Source: an optimization exercise on an open RTL-to-GDS flow (aim: small area). Production flows keep margins and buffers that such runs may drop. RTL that was checked went through simulation tests only; none was proved equivalent to the original. No functional check of the RTL was part of run 1. Power is estimated from default activity; no workload was simulated.

### run.sh
#!/bin/bash
# synth_recipe.tcl (not shown) runs the flow's synth.tcl, then flattens the netlist and writes it again
# the make line also repeats each setting of config.mk as NAME=value (left out here)
make -C /OpenROAD-flow-scripts/flow DESIGN_CONFIG=/design/flow/config.mk WORK_HOME=/design/flow/orfs CLKGATE_MAP_FILE= SYNTH_SCRIPT=/design/flow/synth_recipe.tcl finish
### config.mk
export PLATFORM = sky130hd
export DESIGN_NAME = CannyEdge
export DESIGN_NICKNAME = CannyEdge
export VERILOG_FILES = /design/flow/design.v
export SDC_FILE = /design/flow/constraint.sdc
export NUM_CORES = 4
export LEC_CHECK = 0
export CAP_MARGIN = 20
export CORE_MARGIN = 2
export CORE_UTILIZATION = 50
export GPL_TIMING_DRIVEN = 0
export PLACE_DENSITY = 0.65
export SLEW_MARGIN = 20
### constraint.sdc
create_clock -name core_clock -period 12.0 [get_ports {clk}]
set_input_delay 2.4000 -clock core_clock [delete_from_list [all_inputs] [get_ports {clk}]]
set_output_delay 2.4000 -clock core_clock [all_outputs]
set_load 0.01 [all_outputs]
### design.v
`timescale 1ns/10ps
module CannyEdge(dAddrRegRow, dAddrRegCol, bWE, bCE, InData, OutData,
	OPMode, bOPEnable, dReadReg, dWriteReg, clk, rst_b);
	input      [2:0] dAddrRegRow, dAddrRegCol;
	input            bWE, bCE;
	input      [7:0] InData;
	output reg [7:0] OutData;
	input      [2:0] OPMode;
	input            bOPEnable;
	input      [3:0] dReadReg, dWriteReg;
	input            clk, rst_b;
	function [16:0] rca;
		input [15:0] a, b;
		input        ci;
		integer k;
		reg c;
		begin
			c = ci;
			for (k = 0; k < 16; k = k + 1) begin
				rca[k] = a[k] ^ b[k] ^ c;
				c = (a[k] & b[k]) | (c & (a[k] ^ b[k]));
			end
			rca[16] = c;
		end
	endfunction
	function geq;
		input [15:0] a, b;
		integer k;
		reg c;
		begin
			c = 1'b1;
			for (k = 0; k < 16; k = k + 1)
				c = (a[k] & ~b[k]) | (c & ~(a[k] ^ b[k]));
			geq = c;
		end
	endfunction
	wire wr    = ~bCE & ~bWE;
	wire rd    = ~bCE &  bWE;
	wire run   =  bCE & ~bOPEnable;
	wire run_g = run & (OPMode == 3'd0);
	wire run_s = run & (OPMode == 3'd1);
	wire run_n = run & (OPMode == 3'd2);
	wire run_h = run & (OPMode == 3'd3);
	wire wr_x  = wr & (dWriteReg == 4'd0);
	wire wr_y  = wr & (dWriteReg == 4'd1);
	wire wr_z  = wr & (dWriteReg == 4'd2);
	reg  [7:0]  X [0:24];
	reg  [1:0]  yc;           
	reg  [7:0]  z1;           
	reg  [14:0] accG;         
	reg  [10:0] accX, accY;   
	reg  [7:0]  Out_gf, Out_gradient;
	reg  [1:0]  Out_dir;      
	reg         Out_bThres;
	wire [1:0] p = {yc[1] ^ run_h, yc[0]};
	reg  [7:0] nA, nB;
	reg        zA, zB;
	reg  [2:0] aR, aC, bR, bC;
	always @* begin
		case (p)
			2'd0: begin nA = X[7];  nB = X[5];  zA = z1[4]; zB = z1[3]; aR = 1; aC = 2; bR = 1; bC = 0; end
			2'd1: begin nA = X[2];  nB = X[10]; zA = z1[2]; zB = z1[5]; aR = 0; aC = 2; bR = 2; bC = 0; end
			2'd2: begin nA = X[1];  nB = X[11]; zA = z1[1]; zB = z1[6]; aR = 0; aC = 1; bR = 2; bC = 1; end
			default: begin nA = X[0]; nB = X[12]; zA = z1[0]; zB = z1[7]; aR = 0; aC = 0; bR = 2; bC = 2; end
		endcase
	end
	wire [7:0] cen = X[6];
	wire keep = geq({8'd0, cen}, {8'd0, nA}) & geq({8'd0, cen}, {8'd0, nB});
	wire selA = (nA != 8'd0);
	wire [2:0] nR = keep ? (selA ? aR : bR) : 3'd1;
	wire [2:0] nC = keep ? (selA ? aC : bC) : 3'd1;
	wire [2:0] cr = run_n ? nR : dAddrRegRow;
	wire [2:0] cc = run_n ? nC : dAddrRegCol;
	wire [4:0] ci = cr * 3'd5 + cc;
	wire [7:0] old = X[ci];
	wire [7:0] nv  = InData & {8{~bCE}};    
	wire       chg = wr_x | run_n;
	wire [16:0] dsum = rca({8'd0, nv}, {8'hff, ~old}, 1'b1);
	wire [8:0]  d = dsum[8:0];
	reg [1:0] gp, gq;    
	reg [2:0] sx, sy;    
	always @* begin
		gp = 2'd0; gq = 2'd0; sx = 3'd0; sy = 3'd0;
		case ({cr, cc})
			{3'd0,3'd0}: begin gp = 0; gq = 0; sx = 5; sy = 1; end
			{3'd0,3'd1}: begin gp = 1; gq = 1;         sy = 2; end
			{3'd0,3'd2}: begin gp = 1; gq = 0; sx = 1; sy = 1; end
			{3'd0,3'd3}: begin gp = 1; gq = 1; end
			{3'd0,3'd4}: begin gp = 0; gq = 0; end
			{3'd1,3'd0}: begin gp = 1; gq = 1; sx = 6; end
			{3'd1,3'd1}: begin gp = 2; gq = 1; end
			{3'd1,3'd2}: begin gp = 2; gq = 2; sx = 2; end
			{3'd1,3'd3}: begin gp = 2; gq = 1; end
			{3'd1,3'd4}: begin gp = 1; gq = 1; end
			{3'd2,3'd0}: begin gp = 1; gq = 0; sx = 5; sy = 5; end
			{3'd2,3'd1}: begin gp = 2; gq = 2;         sy = 6; end
			{3'd2,3'd2}: begin gp = 3; gq = 0; sx = 1; sy = 5; end
			{3'd2,3'd3}: begin gp = 2; gq = 2; end
			{3'd2,3'd4}: begin gp = 1; gq = 0; end
			{3'd3,3'd0}: begin gp = 1; gq = 1; end
			{3'd3,3'd1}: begin gp = 2; gq = 1; end
			{3'd3,3'd2}: begin gp = 2; gq = 2; end
			{3'd3,3'd3}: begin gp = 2; gq = 1; end
			{3'd3,3'd4}: begin gp = 1; gq = 1; end
			{3'd4,3'd0}: begin gp = 0; gq = 0; end
			{3'd4,3'd1}: begin gp = 1; gq = 1; end
			{3'd4,3'd2}: begin gp = 1; gq = 0; end
			{3'd4,3'd3}: begin gp = 1; gq = 1; end
			{3'd4,3'd4}: begin gp = 0; gq = 0; end
			default: ;
		endcase
	end
	wire [14:0] de = {{6{d[8]}}, d};
	wire [14:0] gP = ~chg ? 15'd0 :
	                 (gp == 2'd0) ? de :
	                 (gp == 2'd1) ? {de[12:0], 2'b0} :
	                 (gp == 2'd2) ? {de[11:0], 3'b0} : {de[10:0], 4'b0};
	wire        gN = chg & (gq == 2'd1);
	wire [14:0] gQ = ((~chg || gq == 2'd0) ? 15'd0 : (gq == 2'd1) ? de : {de[13:0], 1'b0}) ^ {15{gN}};
	wire [16:0] gT = rca({1'b0, gP}, {1'b0, gQ}, gN);
	wire [16:0] gS = rca({1'b0, accG}, {1'b0, gT[14:0]}, 1'b0);
	wire [10:0] d11 = {{2{d[8]}}, d};
	wire        nX = chg & sx[2];
	wire        nY = chg & sy[2];
	wire [10:0] tX = ((~chg || sx[1:0] == 2'd0) ? 11'd0 : (sx[1:0] == 2'd1) ? d11 : {d11[9:0], 1'b0}) ^ {11{nX}};
	wire [10:0] tY = ((~chg || sy[1:0] == 2'd0) ? 11'd0 : (sy[1:0] == 2'd1) ? d11 : {d11[9:0], 1'b0}) ^ {11{nY}};
	wire [16:0] xS = rca({5'd0, accX}, {5'd0, tX}, nX);
	wire [16:0] yS = rca({5'd0, accY}, {5'd0, tY}, nY);
	wire        sgx = accX[10], sgy = accY[10];
	wire [16:0] axs = rca({6'd0, accX[9:0] ^ {10{sgx}}}, 16'd0, sgx);
	wire [16:0] ays = rca({6'd0, accY[9:0] ^ {10{sgy}}}, 16'd0, sgy);
	wire [9:0]  ax = axs[9:0], ay = ays[9:0];
	wire [16:0] gsum = rca({6'd0, ax}, {6'd0, ay}, 1'b0);
	wire [16:0] a5 = rca({4'd0, ax, 2'b0}, {6'd0, ax}, 1'b0);      
	wire        c1 = geq({6'd0, ax}, {5'd0, ay, 1'b0});              
	wire        c2 = geq({3'd0, a5[12:0]}, {5'd0, ay, 1'b0});        
	wire [1:0]  dir = c1 ? 2'd0 : c2 ? ((sgx == sgy) ? 2'd1 : 2'd3) : 2'd2;
	wire bth = (cen >= 8'd15) ||
	           ((cen > 8'd10) && ((nA >= 8'd15) || (nB >= 8'd15) || zA || zB));
	integer i;
	always @(posedge clk or negedge rst_b) begin
		if (!rst_b) begin
			for (i = 0; i < 25; i = i + 1) X[i] <= 8'd0;
			accG <= 15'd0;
			accX <= 11'd0;
			accY <= 11'd0;
		end else begin
			if (chg) X[ci] <= nv;
			accG <= gS[14:0];
			accX <= xS[10:0];
			accY <= yS[10:0];
		end
	end
	always @(posedge clk) begin
		if (wr_y && dAddrRegRow == 3'd1 && dAddrRegCol == 3'd1)
			yc <= (InData == 8'd0)  ? 2'd0 :
			      (InData == 8'd45) ? 2'd1 :
			      (InData == 8'd90) ? 2'd2 : 2'd3;
		if (wr_z)
			case ({dAddrRegRow, dAddrRegCol})
				{3'd0,3'd0}: z1[0] <= (InData == 8'd1);
				{3'd0,3'd1}: z1[1] <= (InData == 8'd1);
				{3'd0,3'd2}: z1[2] <= (InData == 8'd1);
				{3'd1,3'd0}: z1[3] <= (InData == 8'd1);
				{3'd1,3'd2}: z1[4] <= (InData == 8'd1);
				{3'd2,3'd0}: z1[5] <= (InData == 8'd1);
				{3'd2,3'd1}: z1[6] <= (InData == 8'd1);
				{3'd2,3'd2}: z1[7] <= (InData == 8'd1);
				default: ;
			endcase
		if (run_g) Out_gf <= accG[14:7];
		if (run_s) begin
			Out_gradient <= gsum[10:3];
			Out_dir <= dir;
		end
		if (run_h) Out_bThres <= bth;
		if (rd)
			case (dReadReg)
				4'd0: OutData <= Out_gf;
				4'd1: OutData <= Out_gradient;
				4'd2: OutData <= (Out_dir == 2'd0) ? 8'd0 :
				                 (Out_dir == 2'd1) ? 8'd45 :
				                 (Out_dir == 2'd2) ? 8'd90 : 8'd135;
				4'd3: OutData <= old;
				4'd4: OutData <= {7'd0, Out_bThres};
				default: ;
			endcase
	end
endmodule
==> flow_metrics.py, run 1 <==
metrics = {
    "route": {
        "drc_errors": 0,
        "wirelength_um": 60140,
        "first_pass_iters": 6,
        "via_count": 14070,
        "final_antenna_net_count": 0,
        "viasPerCell": 6.133,
        "wire_per_inst_um": 26.21,
        "drt-initial-drc-count": 1772,
    },
    "logic_synthesis": {
        "yosysTopAreaCell": "dfrtp_1",
        "syn_area_per_cell_sq_um": 9.694,
        "netlist_area_sq_um": 16250,
        "synth-async-reset-ratio_pct": 86.50,
        "ys.flop_type": "dfrtp_1",
        "yosysSeqAreaShare_pct": 43.34,
        "synthCells": 1676,
        "ys_ff_latch": 274,
        "synth_top_area_share_pct": 36.50,
        "ys_warn_count": 2,
        "synth_area_leaders": "dfrtp_1, fa_1, nand2_1",
        "synth_fp_nets": 1841,
        "synth.distinct_cells": 88,
        "synth-edff-count": 37,
    },
    "setup_path": {
        "crit_top_cell": "fa_2",
        "critPathLaunch": "OPMode[2]",
        "critPathKind": "in2reg",
        "timing.rr.end": "accG[14]",
        "crit_fanout": 9,
        "worst_r2r_path_depth": 46,
        "crit_path_end_kind": "flip-flop",
        "cp.arrival_ns": 15.33,
        "critPathCapture": "accG[14]",
        "required_ns": 12.40,
        "rrSetupSlack_ns": -1.75,
        "slowest_delay_ns": 0.61,
        "cp-start-kind": "primary input",
        "cpMaxStageDelayCell": "a2111oi_4",
        "r2r-start": "yc[0]",
    },
    "flow_run": {
        "cap_violations": 0,
    },
    "status": {
        "so.violations": "negative setup slack",
        "outcome": "complete, but fails checks",
    },
    "sta": {
        "setup_viol": 17,
        "layout_setup_ws_ns": -2.931,
        "rsz0062_at_grt": "true",
        "drv_slew": 0,
        "fin_crit_sh_pct": 124.4,
        "holdWs_ns": 0.4497,
        "fin_tns_setup_ns": -19.53,
        "period_minus_slack_ns": 14.93,
        "fin_skew_ns": 0.02716,
        "maxSlewHeadroom_pct": 27.21,
        "fmax_mhz": 66.97,
        "worstMarginPinSlew_ns": 1.077,
        "hold_violations": 0,
    },
    "grt": {
        "track_usage_pct": 36.42,
        "antenna_found_initial": 0,
        "grt_pass1_wl_um": 88820,
        "grt_max_degree": 93,
        "grt_overflow_total": 0,
        "grt_pass1_vias": 13490,
    },
    "pwr": {
        "p_leak_nw": 8.266,
        "ir_drop_uv": 240.6,
        "power_density_nw_per_um2": 201.7,
        "p_total_mw": 3.988,
    },
    "place": {
        "gp_congestion": 1.041,
        "port_buffers": 34,
        "dp.final_hpwl_um": 44690,
        "dpl-instance-area_sq_um": 17610,
    },
    "clock_network": {
        "ctsHoldBuffers": 0,
        "cts.clk_slew.worst_paths_ns": 0.05,
        "cts.sinks": 274,
        "clock_latency_ns": 0.54,
        "tritoncts": "built",
        "clockRootBuffer": "clkbuf_16",
        "htree_num_levels": 2,
        "numCtsBuffers": 34,
        "max-clock-path-buffers": 3,
    },
    "floorplan": {
        "num_rows": 66,
        "initial_core_util_pct": 50.32,
        "io_pins": 38,
        "dieWidth_um": 184.3,
        "core-area_sq_um": 32290,
        "dieArea_sq_um": 33950,
        "die_h_um": 184.3,
    },
    "layout": {
        "nets": 1990,
        "final_area_sq_um": 19770,
        "area_delta_synth_final_pct": 21.67,
        "drive_gt1_share_pct": 17.56,
    },
    "min_path": {
        "hold_class": "reg2reg",
    },
}
==> final cells by class <==
| cell class | count | area, sq um |
|---|---|---|
| fillers | 2728 | 12520 |
| multi-input cells | 1183 | 9060 |
| flip-flops and latches | 274 | 7042 |
| repair buffers | 117 | 1074 |
| clock buffers | 51 | 1060 |
| well taps | 442 | 553.0 |
| inverters | 142 | 538.0 |
| plain buffers | 73 | 354.1 |
| clock inverters | 11 | 85.08 |
| diodes | 1 | 2.502 |
==> cell families after synthesis <==
kind of cell | count (synthesis) | share of synthesized area, %
compound gates | 429 | 16.70
fa+ha+maj | 136 | 13.46
buf+inv | 220 | 5.229
flops | 274 | 43.34
simple gates | 531 | 15.22
xor+xnor | 47 | 2.711
mux | 39 | 3.335
==> metal layers <==
metal | wire length (um) | GRT usage [%] | vias up
li1 | - | - | 6184
met1 | 25790 | 52.80 | 6935
met2 | 24220 | 50.35 | 816
met3 | 7497 | 11.91 | 133
met4 | 2630 | 14.34 | 0
met5 | 0 | 0 | -
==> worst min-delay path by stage <==
stage,start,end,slack (ns),depth (start not counted)
after floorplan,accG[7],Out_gf[0],0.42,0
after detailed placement,accG[13],Out_gf[6],0.44,0
final,accG[9],Out_gf[2],0.45,0
after CTS,accG[13],Out_gf[6],0.45,0
after global placement,accG[9],Out_gf[2],0.44,0
after global routing,accG[13],Out_gf[6],0.45,0
==> where the power goes <==
| part | total [mW] | leakage, nW | internal (mW) | switching (mW) |
|---|---|---|---|---|
| logic | 1.75 | 4.21 | 0.748 | 1.00 |
| registers | 1.19 | 3.49 | 1.10 | 0.0882 |
| clock network | 1.05 | 0.573 | 0.634 | 0.416 |
| total | 3.99 | 8.27 | 2.48 | 1.51 |
==> registers in the layout, summed over array words and instances, names as in the netlist <==
register and cells:
X 200, accG 15, accX 11, accY 11, OutData 8, Out_gf 8, Out_gradient 8, z1 8
Out_dir 2, yc 2, Out_bThres 1
==> through the flow <==
step                std cells  setup WS, ns  util, %
floorplan                1676        -2.758        -
finish                   2294        -2.931    61.22
detailed placement       2155        -5.771    54.55
CTS                      2261        -3.176    60.10
global placement         2152        -5.737    54.26
global route             2293        -3.209    61.21
==> synth_stat cells (all sizes together), types with 4 or more instances <==
library cell,number
and3,10
nor4,16
fa,65
nor3,42
clkbuf,68
and2,4
a2111oi,6
a2bb2oi,9
or3,12
nand3,26
a22oi,39
o32a,5
a21oi,33
a31oi,6
xor2,19
nand4,12
or2,4
a211oi,5
o211ai,8
ha,70
o21a,6
a22o,16
nor2,60
a221oi,16
dfrtp,237
nand2b,16
nand2,303
mux2i,26
inv,142
xnor2,26
o21ai,229
a221o,7
mux4,12
nand3b,4
a21o,13
nor3b,5
buf,10
edfxtp,37
==> critical path: cells and delay by family <==
| kind | cells | cell delay, ns |
|---|---|---|
| adders and majority gates | 19 | 6.96 |
| and+or+nand+nor | 9 | 2.53 |
| AOI/OAI and AO/OA | 7 | 1.52 |
| buffers and inverters | 11 | 1.27 |
| muxes | 1 | 0.36 |
| xor gates and xnor gates | 2 | 0.27 |
==> cells in the final DEF (no fill, tap or decap), drive strengths merged, types with 6 or more instances in the layout <==
cell type,instances
a22o,16
inv,143
or3,12
buf,99
nand2b,16
a21o,13
fa,65
dfrtp,237
o21ai,229
nand4,12
o21a,6
o211ai,8
edfxtp,37
clkinv,9
xor2,19
a221o,7
clkbuf,114
mux4,12
nand2,303
a2111oi,6
nand3,26
ha,70
a21oi,33
mux2i,26
xnor2,26
a2bb2oi,9
clkdlybuf4s50,28
a221oi,16
nor2,61
nor4,16
a22oi,39
a31oi,6
nor3,42
and3,10
==> repair_timing <==
| item | CTS | global route |
|---|---|---|
| setup endpoints to repair | 33 | 21 |
| resized for setup | 99 | 38 |
| pin swaps | 61 | 67 |
| gates cloned | 0 | 1 |
| buffers inserted | 47 | 33 |
| hold endpoints to repair | 0 | 0 |
==> run 2, diff against run 1 <==
--- a/design.v
+++ b/design.v
@@ -9,31 +9,6 @@
 	input            bOPEnable;
 	input      [3:0] dReadReg, dWriteReg;
 	input            clk, rst_b;
-	function [16:0] rca;
-		input [15:0] a, b;
-		input        ci;
-		integer k;
-		reg c;
-		begin
-			c = ci;
-			for (k = 0; k < 16; k = k + 1) begin
-				rca[k] = a[k] ^ b[k] ^ c;
-				c = (a[k] & b[k]) | (c & (a[k] ^ b[k]));
-			end
-			rca[16] = c;
-		end
-	endfunction
-	function geq;
-		input [15:0] a, b;
-		integer k;
-		reg c;
-		begin
-			c = 1'b1;
-			for (k = 0; k < 16; k = k + 1)
-				c = (a[k] & ~b[k]) | (c & ~(a[k] ^ b[k]));
-			geq = c;
-		end
-	endfunction
 	wire wr    = ~bCE & ~bWE;
 	wire rd    = ~bCE &  bWE;
 	wire run   =  bCE & ~bOPEnable;
@@ -65,7 +40,7 @@
 		endcase
 	end
 	wire [7:0] cen = X[6];
-	wire keep = geq({8'd0, cen}, {8'd0, nA}) & geq({8'd0, cen}, {8'd0, nB});
+	wire keep = (cen >= nA) && (cen >= nB);
 	wire selA = (nA != 8'd0);
 	wire [2:0] nR = keep ? (selA ? aR : bR) : 3'd1;
 	wire [2:0] nC = keep ? (selA ? aC : bC) : 3'd1;
@@ -75,8 +50,7 @@
 	wire [7:0] old = X[ci];
 	wire [7:0] nv  = InData & {8{~bCE}};    
 	wire       chg = wr_x | run_n;
-	wire [16:0] dsum = rca({8'd0, nv}, {8'hff, ~old}, 1'b1);
-	wire [8:0]  d = dsum[8:0];
+	wire signed [8:0] d = {1'b0, nv} - {1'b0, old};
 	reg [1:0] gp, gq;    
 	reg [2:0] sx, sy;    
 	always @* begin
@@ -110,31 +84,27 @@
 			default: ;
 		endcase
 	end
-	wire [14:0] de = {{6{d[8]}}, d};
-	wire [14:0] gP = ~chg ? 15'd0 :
-	                 (gp == 2'd0) ? de :
-	                 (gp == 2'd1) ? {de[12:0], 2'b0} :
-	                 (gp == 2'd2) ? {de[11:0], 3'b0} : {de[10:0], 4'b0};
-	wire        gN = chg & (gq == 2'd1);
-	wire [14:0] gQ = ((~chg || gq == 2'd0) ? 15'd0 : (gq == 2'd1) ? de : {de[13:0], 1'b0}) ^ {15{gN}};
-	wire [16:0] gT = rca({1'b0, gP}, {1'b0, gQ}, gN);
-	wire [16:0] gS = rca({1'b0, accG}, {1'b0, gT[14:0]}, 1'b0);
-	wire [10:0] d11 = {{2{d[8]}}, d};
-	wire        nX = chg & sx[2];
-	wire        nY = chg & sy[2];
-	wire [10:0] tX = ((~chg || sx[1:0] == 2'd0) ? 11'd0 : (sx[1:0] == 2'd1) ? d11 : {d11[9:0], 1'b0}) ^ {11{nX}};
-	wire [10:0] tY = ((~chg || sy[1:0] == 2'd0) ? 11'd0 : (sy[1:0] == 2'd1) ? d11 : {d11[9:0], 1'b0}) ^ {11{nY}};
-	wire [16:0] xS = rca({5'd0, accX}, {5'd0, tX}, nX);
-	wire [16:0] yS = rca({5'd0, accY}, {5'd0, tY}, nY);
+	wire signed [14:0] de = {{6{d[8]}}, d};
+	wire signed [14:0] gP = ~chg ? 15'sd0 :
+	                        (gp == 2'd0) ? de :
+	                        (gp == 2'd1) ? (de <<< 2) :
+	                        (gp == 2'd2) ? (de <<< 3) : (de <<< 4);
+	wire signed [14:0] gQ = (~chg || gq == 2'd0) ? 15'sd0 :
+	                        (gq == 2'd1) ? -de : (de <<< 1);
+	wire signed [10:0] d11 = {{2{d[8]}}, d};
+	wire signed [10:0] tX = (~chg || sx[1:0] == 2'd0) ? 11'sd0 :
+	                        (sx[1:0] == 2'd1) ? (sx[2] ? -d11 : d11) :
+	                                            (sx[2] ? -(d11 <<< 1) : (d11 <<< 1));
+	wire signed [10:0] tY = (~chg || sy[1:0] == 2'd0) ? 11'sd0 :
+	                        (sy[1:0] == 2'd1) ? (sy[2] ? -d11 : d11) :
+	                                            (sy[2] ? -(d11 <<< 1) : (d11 <<< 1));
 	wire        sgx = accX[10], sgy = accY[10];
-	wire [16:0] axs = rca({6'd0, accX[9:0] ^ {10{sgx}}}, 16'd0, sgx);
-	wire [16:0] ays = rca({6'd0, accY[9:0] ^ {10{sgy}}}, 16'd0, sgy);
-	wire [9:0]  ax = axs[9:0], ay = ays[9:0];
-	wire [16:0] gsum = rca({6'd0, ax}, {6'd0, ay}, 1'b0);
-	wire [16:0] a5 = rca({4'd0, ax, 2'b0}, {6'd0, ax}, 1'b0);      
-	wire        c1 = geq({6'd0, ax}, {5'd0, ay, 1'b0});              
-	wire        c2 = geq({3'd0, a5[12:0]}, {5'd0, ay, 1'b0});        
-	wire [1:0]  dir = c1 ? 2'd0 : c2 ? ((sgx == sgy) ? 2'd1 : 2'd3) : 2'd2;
+	wire [9:0]  ax = sgx ? -accX[9:0] : accX[9:0];
+	wire [9:0]  ay = sgy ? -accY[9:0] : accY[9:0];
+	wire [10:0] gsum = ax + ay;
+	wire [11:0] a52 = {ax, 1'b0} + (ax >> 1);
+	wire [1:0]  dir = (ay <= (ax >> 1)) ? 2'd0 :
+	                  ({2'b0, ay} <= a52) ? ((sgx == sgy) ? 2'd1 : 2'd3) : 2'd2;
 	wire bth = (cen >= 8'd15) ||
 	           ((cen > 8'd10) && ((nA >= 8'd15) || (nB >= 8'd15) || zA || zB));
 	integer i;
@@ -146,9 +116,9 @@
 			accY <= 11'd0;
 		end else begin
 			if (chg) X[ci] <= nv;
-			accG <= gS[14:0];
-			accX <= xS[10:0];
-			accY <= yS[10:0];
+			accG <= accG + gP + gQ;
+			accX <= accX + tX;
+			accY <= accY + tY;
 		end
 	end
 	always @(posedge clk) begin
==> config.mk (replaced) <==
export PLATFORM = sky130hd
export DESIGN_NAME = CannyEdge
export DESIGN_NICKNAME = CannyEdge
export VERILOG_FILES = /design/flow/design.v
export SDC_FILE = /design/flow/constraint.sdc
export NUM_CORES = 4
export LEC_CHECK = 0
export ABC_AREA = 1
export CAP_MARGIN = 20
export CORE_MARGIN = 2
export CORE_UTILIZATION = 40
export PLACE_DENSITY = 0.6
export SLEW_MARGIN = 20
==> flow_metrics.py, run 2 <==
metrics = {
    "status": {
        "outcome": "timing/DRC/antenna clean",
    },
    "setup_path": {
        "cp-start-kind": "primary input",
        "critPathLaunch": "bOPEnable",
        "slowest_delay_ns": 0.66,
        "critPathKind": "in2reg",
        "crit_fanout": 7,
        "required_ns": 12.47,
        "cpMaxStageDelayCell": "fa_2",
        "crit_path_end_kind": "flip-flop",
        "cp.arrival_ns": 12.00,
        "r2r-start": "yc[0]",
        "crit_top_cell": "inv_1",
    },
    "logic_synthesis": {
        "syn_area_per_cell_sq_um": 8.071,
        "synth-async-reset-ratio_pct": 86.50,
        "yosysSeqAreaShare_pct": 40.56,
        "yosysTopAreaCell": "dfrtp_1",
        "ys.flop_type": "dfrtp_1",
        "ys_ff_latch": 274,
        "netlist_area_sq_um": 17360,
        "synth.most_common_cell": "nand2_1",
        "ys_warn_count": 2,
        "synth-xor-area-share_pct": 3.430,
        "yosys-top-cells-count": "nand2_1, o21ai_0, dfrtp_1",
        "synth_top_area_share_pct": 34.16,
        "synth_area_leaders": "dfrtp_1, nand2_1, ha_1",
        "synth.distinct_cells": 66,
        "synth_mux_area_share_pct": 0,
        "synth_compound_area_share_pct": 17.24,
        "yosys.area_share.simple_pct": 21.66,
        "synth_top_family_by_area": "simple AND/OR/NAND/NOR gates",
        "synth_fa_ha_area_share_pct": 10.09,
        "synthCells": 2151,
        "synth-edff-count": 37,
        "synth_fp_nets": 2309,
    },
    "floorplan": {
        "dieWidth_um": 212.3,
        "io_pins": 38,
        "die_h_um": 212.3,
        "initial_core_util_pct": 40.39,
        "num_rows": 76,
        "core-area_sq_um": 42980,
        "dieArea_sq_um": 45090,
    },
    "grt": {
        "grt_overflow_total": 0,
        "grt_pass1_vias": 15730,
        "grt_max_degree": 106,
        "antenna_found_initial": 0,
        "track_usage_pct": 25.79,
        "grt_pass1_wl_um": 89210,
    },
    "pwr": {
        "p_total_mw": 4.685,
        "power_density_nw_per_um2": 210.7,
        "ir_drop_uv": 157.2,
        "p_leak_nw": 10.55,
    },
    "sta": {
        "drv_slew": 0,
        "fin_skew_ns": 0.02603,
        "fin_crit_sh_pct": 96.07,
        "hold_violations": 0,
        "setup_viol": 0,
        "fin_tns_setup_ns": 0,
        "maxSlewHeadroom_pct": 27.54,
        "holdWs_ns": 0.4839,
        "fmax_mhz": 86.75,
        "period_minus_slack_ns": 11.53,
        "worstMarginPinSlew_ns": 1.086,
    },
    "min_path": {
        "hold_class": "reg2reg",
        "hold_start": "accG[11]",
    },
    "clock_network": {
        "clock_latency_ns": 0.57,
        "tritoncts": "built",
        "cts.sinks": 274,
        "htree_num_levels": 2,
        "clockRootBuffer": "clkbuf_16",
        "max-clock-path-buffers": 3,
        "cts.clk_slew.worst_paths_ns": 0.05,
        "numCtsBuffers": 34,
        "ctsHoldBuffers": 0,
    },
    "place": {
        "gp_congestion": 0.9763,
        "port_buffers": 37,
        "dp.final_hpwl_um": 43400,
    },
    "route": {
        "top_layer_used": "met4",
        "first_pass_iters": 7,
        "wl_met2_um": 25400,
        "viasPerCell": 5.331,
        "drt-initial-drc-count": 1331,
        "drc_errors": 0,
        "wl_met3_um": 3977,
        "wirelength_um": 57460,
        "wire_per_inst_um": 18.88,
        "final_antenna_net_count": 0,
        "routedLengthMet1_um": 26760,
        "via_count": 16230,
    },
    "layout": {
        "max_flop_register": "X",
        "drive_gt1_share_pct": 21.47,
        "layout_common_cells": "nand2_1, o21ai_0, buf_4, dfrtp_1, inv_1",
        "area_delta_synth_final_pct": 28.11,
        "fin_util_pct": 51.75,
        "reg_top3": "X (200), accG (15)",
        "n_antenna_cell": 0,
        "final_common_cell": "nand2_1",
        "nets": 2592,
        "largest_reg_flops": 200,
    },
    "flow_run": {
        "cap_violations": 0,
    },
}
## run 2: worst max-delay path: cells and delay by family
kind / cells / cell delay [ns]
XOR/XNOR: 2 / 0.41
buffers and inverters: 17 / 2.10
adder cells (fa/ha/maj): 9 / 2.90
AO/OA/AOI/OAI: 13 / 2.17
AND/OR/NAND/NOR: 20 / 2.00
## run 2: path summary, 6_finish.rpt
kind,slack (ns),end,depth (start not counted)
worst max-delay path,0.47,accG[13],61
worst min-delay path,0.48,Out_gf[4],0
worst max register to register,2.14,accG[13],56
worst min register to register,0.48,Out_gf[4],0
max in group asynchronous,7.92,accG[9],3
min in group asynchronous,1.87,X[18][6],1
## run 2: metal layers
metal  vias up  track usage, %
met5         -               0
met4         0           6.463
met3        85           4.047
met2       506           40.09
met1      7819           37.59
li1       7818               -
## run 2: metrics by stage
step	instance area, sq um	std cells	worst slack, ns
finish	22240	3044	0.4722
global placement	20120	2966	-0.8281
floorplan	17360	2151	0.2144
CTS	21450	3032	0.01336
detailed placement	20200	2969	-1.042
global route	22240	3044	-0.1383
## run 2: cell families (layout without fill, tap and decap cells)
| logic type | after synthesis | in the layout |
|---|---|---|
| buffers and inverters | 310 | 618 |
| flip-flops | 274 | 274 |
| AO/OA/AOI/OAI | 512 | 512 |
| AND/OR/NAND/NOR | 859 | 859 |
| adder cells (fa/ha/maj) | 128 | 128 |
| XOR/XNOR | 68 | 68 |
## run 2: layout make-up
cell class                      instances  area (sq um)
Timing Repair Buffer                  306          2521
Clock buffer                           42         910.9
Sequential cell                       274          7042
Fill cell                            4157         20740
Clock inverter                         19         257.7
Inverter                              251         957.2
Multi-Input combinational cell       1567          9821
Tap cell                              585         732.0
## run 2: report_power, final
part,internal (mW),switching [mW],total (mW)
registers,1.07,0.0834,1.15
logic,1.08,1.36,2.44
clock network,0.655,0.437,1.09
## run 2: repair_timing
action,CTS,global route
buffers inserted,2,10
gates cloned,0,1
gates resized for setup,21,164
endpoints found under the setup margin,3,13
pin swaps,5,72

separate check: timing with driven ports:
The results above use ideal ports. As a check the final layouts listed here were re-extracted and re-timed, cells and wires unchanged.
Step 1 sets driving cells, clkbuf_16 on the clock port and buf_2 on the other inputs (assumed; they add their load-dependent delay and slew).
Step 2 moves the port delays by t, midway between the first and last clock arrival at a register: inputs arrive t later, outputs are due t later. That takes back most of the time a late clock gives input paths.
Slacks: ideal ports / drivers / drivers and shift; pairs: ideal ports / drivers.
| run | shift t [ns] | slack for setup (ns) | latest minus earliest clock arrival (ns) |
|---|---|---|---|
| run 1 | 0.583 | -2.931 / -2.913 / -3.496 | 0.027 / 0.027 |
| run 2 | 0.611 | 0.472 / 0.494 / -0.117 | 0.029 / 0.029 |
With both steps, setup timing fails in run 2, where it was met with ideal ports. For run 2, which loses most, drivers alone change the setup slack by +0.022 ns; drivers and shift together by -0.589 ns.
